Background: an optimization exercise with open tools, aiming at small area, a short achievable clock period and few clock cycles. Do not read the settings as production practice. The RTL was checked by simulation tests, not by an equivalence proof against the original design. Power and IR drop assume default switching activity.

==> flow/design.v, too long to show whole: its modules and the start of the top module <==
// module fp_mult: 1239 lines
// module fa_cell: 6 lines
// module ha_cell: 6 lines
module fp_mult(A, B, clk, reset, C, done, flow);
  // ...
==> flow/run.sh <==
#!/bin/bash
# synth_recipe.tcl (not shown) runs the flow's synth.tcl, then flattens the netlist and writes it again
# the make line also repeats each setting of config.mk as NAME=value (left out here)
make -C /OpenROAD-flow-scripts/flow DESIGN_CONFIG=/design/flow/config.mk WORK_HOME=/design/flow/orfs CLKGATE_MAP_FILE= SYNTH_SCRIPT=/design/flow/synth_recipe.tcl finish
==> flow/config.mk <==
export PLATFORM = sky130hd
export DESIGN_NAME = fp_mult
export DESIGN_NICKNAME = fp_mult
export VERILOG_FILES = /design/flow/design.v
export SDC_FILE = /design/flow/constraint.sdc
export NUM_CORES = 4
export LEC_CHECK = 0
export ABC_AREA = 1
export CAP_MARGIN = 20
export CORE_MARGIN = 2
export CORE_UTILIZATION = 40
export SLEW_MARGIN = 20
export SYNTH_HIERARCHICAL = 1
==> flow/constraint.sdc <==
create_clock -name core_clock -period 5.0 [get_ports {clk}]
set_input_delay 1.0000 -clock core_clock [delete_from_list [all_inputs] [get_ports {clk}]]
set_output_delay 1.0000 -clock core_clock [all_outputs]
set_load 0.01 [all_outputs]
==> metrics.md, run 1 <==
| Metric | Value |
|---|---|
| Multi-In Gates | between 1,500 and 2,000 |
| Antenna-violating nets left | 0 |
| Initial Util | 0.402 |
| Tapcells inserted | ~600 |
| Signal buf overhead | 0.143 |
| GR Util met2 | 0.421 |
| Top pwr grp | combinational cells |
| Worst Hold Depth | 1 |
| Post-Place Cell Area | about 0.022 mm2 |
| FFs & Latches | 91 |
| Overflow after GRT | 0 |
| Status | timing/DRC/antenna clean |
| Met1 usage | 0.360 |
| Setup crit start kind | input pin |
| Area-dominant class | multi-input gates |
| Avg Inst Size Synth | 8.69 um2 |
| Hold Path Sink | r_m[75]$_DFFE_PP_ |
| Routability Congestion | 0.981 |
| Crit path launch | A[17] |
| Hold Crit Start | reset |
| Sequential cell area fraction in the yosys report | 0.147 |
| Psw | 9.19 mW |
| Setup_tns | 0 ps |
| Sequential share of power | 0.110 |
| CTS root buf | clkbuf_16 |
| Final worst-path cycle share | 0.976 |
| Flop+latch power | roughly 1.9 mW |
| Static Leak | roughly 10 nW |
| Chip width | approximately 220 um |
| Critical path capture point type | flop |
| Final #Nets | about 2,800 |
| Final hold violations | 0 |
| Number of non-clock inverters | 221 |
| Largest net degree at the start of global routing | 55 |
| Longest Clk Path Bufs | 2 |
| Post-synthesis cell count | 2,140 |
| Number of enable-type register cells in the synthesized netlist | a little over 90 |
| Worst min path class | input pin to flop |
Testbench counts, summed over its fixed seeds: cycles 2,400.
==> run 2, diff against run 1 <==
--- a/flow/design.v
+++ b/flow/design.v
@@ -1013,17 +1013,17 @@
     wire G970 = g930 | (p931 & g928);
     wire P971 = p931 & p929;
     reg [81:0] r_m;           
     reg [8:0] r_esum;
     reg r_sign;
     reg r_done;
     always @(posedge clk) begin
         if (reset) begin
-            r_m <= {p949, g948, p947, g946, p945, g944, p943, g942, p941, g940, p939, g938, p937, g936, p935, g934, p933, g932, P971, G970, P969, G968, s906, c905, c901, s904, s900, c897, c891, s896, s890, c885, c877, s884, s876, c869, s868, c859, c849, s858, s848, c839, c829, s838, c827, s828, c817, s816, c805, s814, s804, c791, c777, s790, c775, s776, c761, c745, s760, c743, s744, c727, c709, s726, c707, s708, c689, s688, c669, s686, s668, c647, s646, c625, c605, s624, c603, c585, s604, c583, s584, c565};
+            r_m <= {s564, c545, s544, c525, s524, s522, s506, c489, s488, c473, s472, c457, s456, c443, s442, c429, s428, s426, P971, G970, P969, G968, s906, c905, c901, s904, s900, c897, c891, s896, s890, c885, c877, s884, s876, c869, s868, c859, c849, s858, s848, c839, c829, s838, c827, s828, c817, s816, c805, s814, s804, c791, c777, s790, c775, s776, c761, c745, s760, c743, s744, c727, c709, s726, c707, s708, c689, s688, c669, s686, s668, c647, s646, c625, c605, s624, c603, c585, s604, c583, s584, c565};
             r_esum <= {1'b0, A[30:23]} + {1'b0, B[30:23]};
             r_sign <= A[31] ^ B[31];
             r_done <= 1'b1;
         end
     end
     wire s972, c973;
     ha_cell u_s972 (.a(r_m[0]), .b(r_m[1]), .s(s972), .co(c973));
     wire s974, c975;
@@ -1071,37 +1071,55 @@
     wire s1016, c1017;
     ha_cell u_s1016 (.a(r_m[52]), .b(r_m[53]), .s(s1016), .co(c1017));
     wire s1018, c1019;
     ha_cell u_s1018 (.a(r_m[54]), .b(r_m[55]), .s(s1018), .co(c1019));
     wire s1020, c1021;
     ha_cell u_s1020 (.a(r_m[56]), .b(r_m[57]), .s(s1020), .co(c1021));
     wire s1022, c1023;
     ha_cell u_s1022 (.a(r_m[58]), .b(r_m[59]), .s(s1022), .co(c1023));
-    wire G1024 = r_m[62] | (r_m[63] & r_m[60]);
-    wire P1025 = 1'b0;
-    wire G1026 = r_m[66] | (r_m[67] & r_m[64]);
-    wire P1027 = r_m[67] & r_m[65];
-    wire G1028 = r_m[70] | (r_m[71] & r_m[68]);
-    wire P1029 = r_m[71] & r_m[69];
-    wire G1030 = r_m[74] | (r_m[75] & r_m[72]);
-    wire P1031 = r_m[75] & r_m[73];
-    wire G1032 = r_m[78] | (r_m[79] & r_m[76]);
-    wire P1033 = r_m[79] & r_m[77];
-    wire G1034 = G1026 | (P1027 & G1024);
-    wire P1035 = 1'b0;
-    wire G1036 = G1030 | (P1031 & G1028);
-    wire P1037 = P1031 & P1029;
-    wire G1038 = r_m[80] | (r_m[81] & G1032);
-    wire P1039 = r_m[81] & P1033;
-    wire G1040 = G1036 | (P1037 & G1034);
-    wire P1041 = 1'b0;
-    wire G1042 = G1038 | (P1039 & G1040);
+    wire g1024 = r_m[64] & r_m[65];
+    wire p1025 = r_m[64] ^ r_m[65];
+    wire g1026 = r_m[66] & r_m[67];
+    wire p1027 = r_m[66] ^ r_m[67];
+    wire g1028 = r_m[68] & r_m[69];
+    wire p1029 = r_m[68] ^ r_m[69];
+    wire g1030 = r_m[70] & r_m[71];
+    wire p1031 = r_m[70] ^ r_m[71];
+    wire g1032 = r_m[72] & r_m[73];
+    wire p1033 = r_m[72] ^ r_m[73];
+    wire g1034 = r_m[74] & r_m[75];
+    wire p1035 = r_m[74] ^ r_m[75];
+    wire g1036 = r_m[76] & r_m[77];
+    wire p1037 = r_m[76] ^ r_m[77];
+    wire g1038 = r_m[78] & r_m[79];
+    wire p1039 = r_m[78] ^ r_m[79];
+    wire g1040 = r_m[80] & r_m[81];
+    wire p1041 = r_m[80] ^ r_m[81];
+    wire G1042 = r_m[62] | (r_m[63] & r_m[60]);
     wire P1043 = 1'b0;
-    wire cin = G1042;
+    wire G1044 = g1024 | (p1025 & G1042);
+    wire P1045 = 1'b0;
+    wire G1046 = g1028 | (p1029 & g1026);
+    wire P1047 = p1029 & p1027;
+    wire G1048 = g1032 | (p1033 & g1030);
+    wire P1049 = p1033 & p1031;
+    wire G1050 = g1036 | (p1037 & g1034);
+    wire P1051 = p1037 & p1035;
+    wire G1052 = g1040 | (p1041 & g1038);
+    wire P1053 = p1041 & p1039;
+    wire G1054 = G1046 | (P1047 & G1044);
+    wire P1055 = 1'b0;
+    wire G1056 = G1050 | (P1051 & G1048);
+    wire P1057 = P1051 & P1049;
+    wire G1058 = G1056 | (P1057 & G1054);
+    wire P1059 = 1'b0;
+    wire G1060 = G1052 | (P1053 & G1058);
+    wire P1061 = 1'b0;
+    wire cin = G1060;
     wire [25:0] r_a = {c1021, c1019, c1017, c1015, c1013, c1011, c1009, c1007, c1005, s1004, c1001, s1000, c997, s996, c993, s992, c989, s988, c985, s984, c981, c979, s978, c975, c973, s972};
     wire [24:0] r_b = {s1022, s1020, s1018, s1016, s1014, s1012, s1010, s1008, s1006, c1003, s1002, c999, s998, c995, s994, c991, s990, c987, s986, c983, s982, s980, c977, s976, s974};
     wire [24:0] xa = r_a[25:1];
     wire [24:0] xb = r_b;
     wire [24:0] gg = xa & xb;
     wire [24:0] pp = xa ^ xb;
     wire G0_1 = gg[1] | (pp[1] & gg[0]);
     wire P0_1 = pp[1] & pp[0];
==> flow/flow/run.sh (new file) <==
#!/bin/bash
set -o pipefail
export BUFFER_PORTS_ARGS="-buffer_cell sky130_fd_sc_hd__buf_4"
bash standard.sh > standard.log 2>&1
==> flow/standard.sh (new file) <==
#!/bin/bash
# synth_recipe.tcl (not shown) runs the flow's synth.tcl, then flattens the netlist and writes it again
# the make line also repeats each setting of config.mk as NAME=value (left out here)
make -C /OpenROAD-flow-scripts/flow DESIGN_CONFIG=/design/flow/config.mk WORK_HOME=/design/flow/orfs CLKGATE_MAP_FILE= SYNTH_SCRIPT=/design/flow/synth_recipe.tcl "${@:-finish}"
removed: flow/run.sh
==> metrics.md, run 2 <==
| Metric | Value |
|---|---|
| TritonCTS clock tree | done |
| Chip width | 219 um (-0.25%) |
| Top cell type's share of synthesized area | 0.277 |
| Worst Hold Depth | 2 (+1) |
| Routed WL | 59.7 mm |
| First-pass GRT wire length | 93.8 mm |
| Worst-Margin Slew | 883 ps |
| Hold Crit Start | B[23] |
| Peak supply drop | roughly 0.00053 V |
| Area leader, netlist | fa_1 |
| Initial Util | 0.407 (+0.00481) |
| Max stage delay on crit path | approximately 570 ps |
| Hold Path Sink | r_esum[0]$_DFFE_PP_ |
| Fmax | about 0.21 GHz |
| Fillers | ~4,400 |
| Hpwl dp | between 40 and 50 mm |
| Vias in the first global route | between 15,000 and 20,000 |
| Crit path DAT | about 3900 ps |
| TritonCTS Buffers | 9 |
| Worst min path class | input pin to flop |
| CP max FO | 7 |
| Static Leak | 9.40 nW (-8.7%) |
| Slew headroom | 0.411 |
| Top-count cell post-synth | nand2_1 |
| RSZ-0062 raised after global routing | yes |
| Ant. Diodes | 0 |
| Antenna-violating nets left | 0 (unchanged) |
| Most used DFF post-synth | edfxtp_1 |
| Top Family by Delay on Critical Path | simple AND/OR/NAND/NOR gates |
| Yosys cell types | 43 |
| Critical path capture point type | primary output |
| Post-Place Cell Area | 0.0203 mm2 (-6.7%) |
| Longest Clk Path Bufs | 2 (unchanged) |
| Total of max-cap violations | 0 |
| H-tree lvl count | 3 |
| Most frequent cells in the layout | nand2_1, xor2_1, o22ai_1, fa_1, buf_4 |
| Syn. warnings | 7 |
| Critical-path cell list | fa_1, ha_2, inv_1, fa_2, inv_2, nand3_2, nand2_2, nand2_2, nand2_4, nand2_4, nand2_4, nand2_4, nand2_4, nand2_4, nand2_8, nand2_8, nand3_4, nand2_4, inv_2, nand4_4, buf_12, o21ai_4, buf_6 |
| I/O pin cnt | 101 |
| Vias per cell | approximately 5.5 |
| Synth top cells by count | nand2_1, xor2_1, o22ai_1 |
| CP required | ~4000 ps |
| Initial antenna violation count | 0 |
| Synth top area cells | fa_1, edfxtp_1, xor2_1 |
| WL per Instance | about 21 um |
| Post-synthesis cell count | 2,116 (-1.1%) |
| Setup crit start kind | flop |
| CTS Hold Bufs | 0 |
| Initial DRC count | roughly 1,600 |
| Post-route design area | around 0.021 mm2 |
| FP Rows | 78 |
| Clock slew at reported path FFs | 80 ps |
| Setup CP Type | flop to primary output |
| Routability Congestion | 0.956 (-2.6%) |
| Pins Over Slew Limit | 0 |
| Sink Count | between 90 and 100 |
| Cell mode on critical path | nand2_4 |
| Final worst-path cycle share | 0.973 (-0.00353) |
| Register area | around 0.0027 mm2 |
| Pwr per Cell Area | between 800 and 900 mW/mm2 |
| Largest registers | r_m x81, r_esum x9, r_sign x1 |
| Sequential cell area fraction in the yosys report | 0.148 (+0.000755) |
| WP buf/inv | 5 |
| Die Span Y | around 220 um |
| Number of enable-type register cells in the synthesized netlist | 91 (unchanged) |
| Final setup fails | 0 |
| Drt first pass iters | 6 |
| Net Count, Synth | ~2,600 |
| Area of the multi-input gates | approximately 0.015 mm2 |
| FF+latch count, synth | 91 |
| CTS root buf | clkbuf_16 |
| Commonest non-fill, non-tap cell in the layout | nand2_1 |
| Final #Nets | 2,652 (-6.1%) |
| Port-buffer cells | slightly below 100 |
| Crit path max-delay cell type | fa_1 |
| Setup_tns | 0 ps (unchanged) |
| Layout cells sized above 1 | 0.166 |
| Final hold violations | 0 (unchanged) |
| Total Routing Usage GR | 0.255 |
| Area Growth Syn to Fin | 13.6% |
| Synthesized cell area | 0.0185 mm2 |
| Core area | approximately 0.045 mm2 |
| Overflow after GRT | 0 (unchanged) |
| Largest net degree at the start of global routing | 59 (+7.3%) |
| DR DRC count | 0 |
| Async SR Flop Fraction | 0 |
| Tmin final | about 4900 ps |
| DR vias | approximately 16,000 |
| Die area | ~0.048 mm2 |
| Max reg flops | 81 |
| Status | timing/DRC/antenna clean |
| Avg Inst Size Synth | 8.74 um2 (+0.62%) |
| Final Util | 0.462 |
| Most flop-heavy register | r_m |
==> run 2: timing repair <==
| action | in CTS | in global routing |
|---|---|---|
| pin swaps | 3 | 13 |
| buffers inserted | 5 | 7 |
| gates resized for setup | 11 | 48 |
| setup endpoints to repair | 31 | 33 |
| gates cloned | 1 | 0 |
==> run 2: per-module statistics from Yosys, one instance, submodules excluded <==
| module | area, um2 | times used | cells inside |
|---|---|---|---|
| fa_cell | 20.0 | 250 | 1 |
| fp_mult | 13000 | 1 | 1823 |
| ha_cell | 12.5 | 43 | 1 |
==> run 2: power by group <==
group / switching [mW] / total, mW / leakage (nW) / internal (mW)
logic: 8.63 / 14.7 / 8.36 / 6.04
registers: 0.151 / 1.86 / 0.888 / 1.71
clock network: 0.363 / 0.723 / 0.152 / 0.360
==> run 2: per-layer routing <==
layer  GRT usage  vias to the layer above  share of wire
li1            -                     7272              -
met1       0.359                     7632           0.45
met2       0.410                      620           0.46
met3      0.0330                       82          0.066
met4      0.0782                        0          0.028
met5           0                        -              0
==> run 2: worst max path at each step <==
stage | startpoint | endpoint | slack, ps | depth (start not counted)
global route | r_m[4]$_DFFE_PP_ | C[0] | -20 | 22
floorplan | B[9] | r_m[1]$_DFFE_PP_ | 7 | 14
finish | r_m[4]$_DFFE_PP_ | C[23] | 140 | 23
detailed placement | B[11] | r_m[1]$_DFFE_PP_ | 20 | 12
CTS | r_m[2]$_DFFE_PP_ | C[1] | 6 | 23
global placement | B[13] | r_m[1]$_DFFE_PP_ | 70 | 12
==> run 2: cells by family after synthesis <==
kind of cell               Yosys count  share of synthesized area
AOI/OAI and AO/OA                  422                      0.138
xor gates and xnor gates           302                      0.143
adders and majority gates          374                      0.357
buffers and inverters              373                     0.0799
DFF                                 91                      0.148
muxes                                4                    0.00216
other                                1                   0.000203
and+or+nand+nor                    549                      0.132
==> run 2: cell type report <==
cell class,count,area share
multi-input cells,1652,0.690
clock buffers,9,0.0107
inverters,219,0.0392
flip-flops and latches,91,0.130
well taps,600,0.0357
clock inverters,7,0.00423
repair buffers,239,0.0904
==> run 2: stage by stage <==
step                      setup WS, ps  cells  total power [mW]  hold slack, ps
after floorplan                   7.45   2116              11.5            1110
after global placement            68.1   2788              15.3            1320
after detailed placement          20.0   2788              15.8            1310
after CTS                         5.65   2810              16.8             909
after global routing             -20.2   2817              19.3             923
final                              136   2817              17.3             921
Testbench counts of run 2, summed over its fixed seeds: cycles 2,400.

[port drivers added, routing unchanged]
The flow's constraints put no driver on any port. The routed layouts listed below were extracted and timed again, unchanged, in two steps.
Step 1: set_driving_cell puts a clkbuf_16 on clk and a buf_2 on each other input, an assumption about the parent block.
Step 2, shift: input delay + t, output delay - t, t = (earliest + latest rising clock arrival at the registers) / 2. This alone moves slack from input paths to output paths.
Slacks: ideal ports / drivers / drivers and shift; pairs: ideal ports / drivers.
run | shift t [ns] | setup slack, ns | hold WS [ns] | worst setup path after step 2 | slew at the worst register clock pin (ns)
run 1 | 0.422 | 0.119 / 0.076 / -0.288 | 1.228 / 1.192 / 1.585 | input to register | 0.07 / 0.07
run 2 | 0.412 | 0.136 / 0.091 / -0.036 | 0.921 / 0.903 / 1.315 | input to register | 0.08 / 0.08
With both steps, setup timing fails in run 1 and run 2, where it was met with ideal ports. For run 1, which loses most, drivers alone change the setup slack by -0.043 ns; drivers and shift together by -0.407 ns.
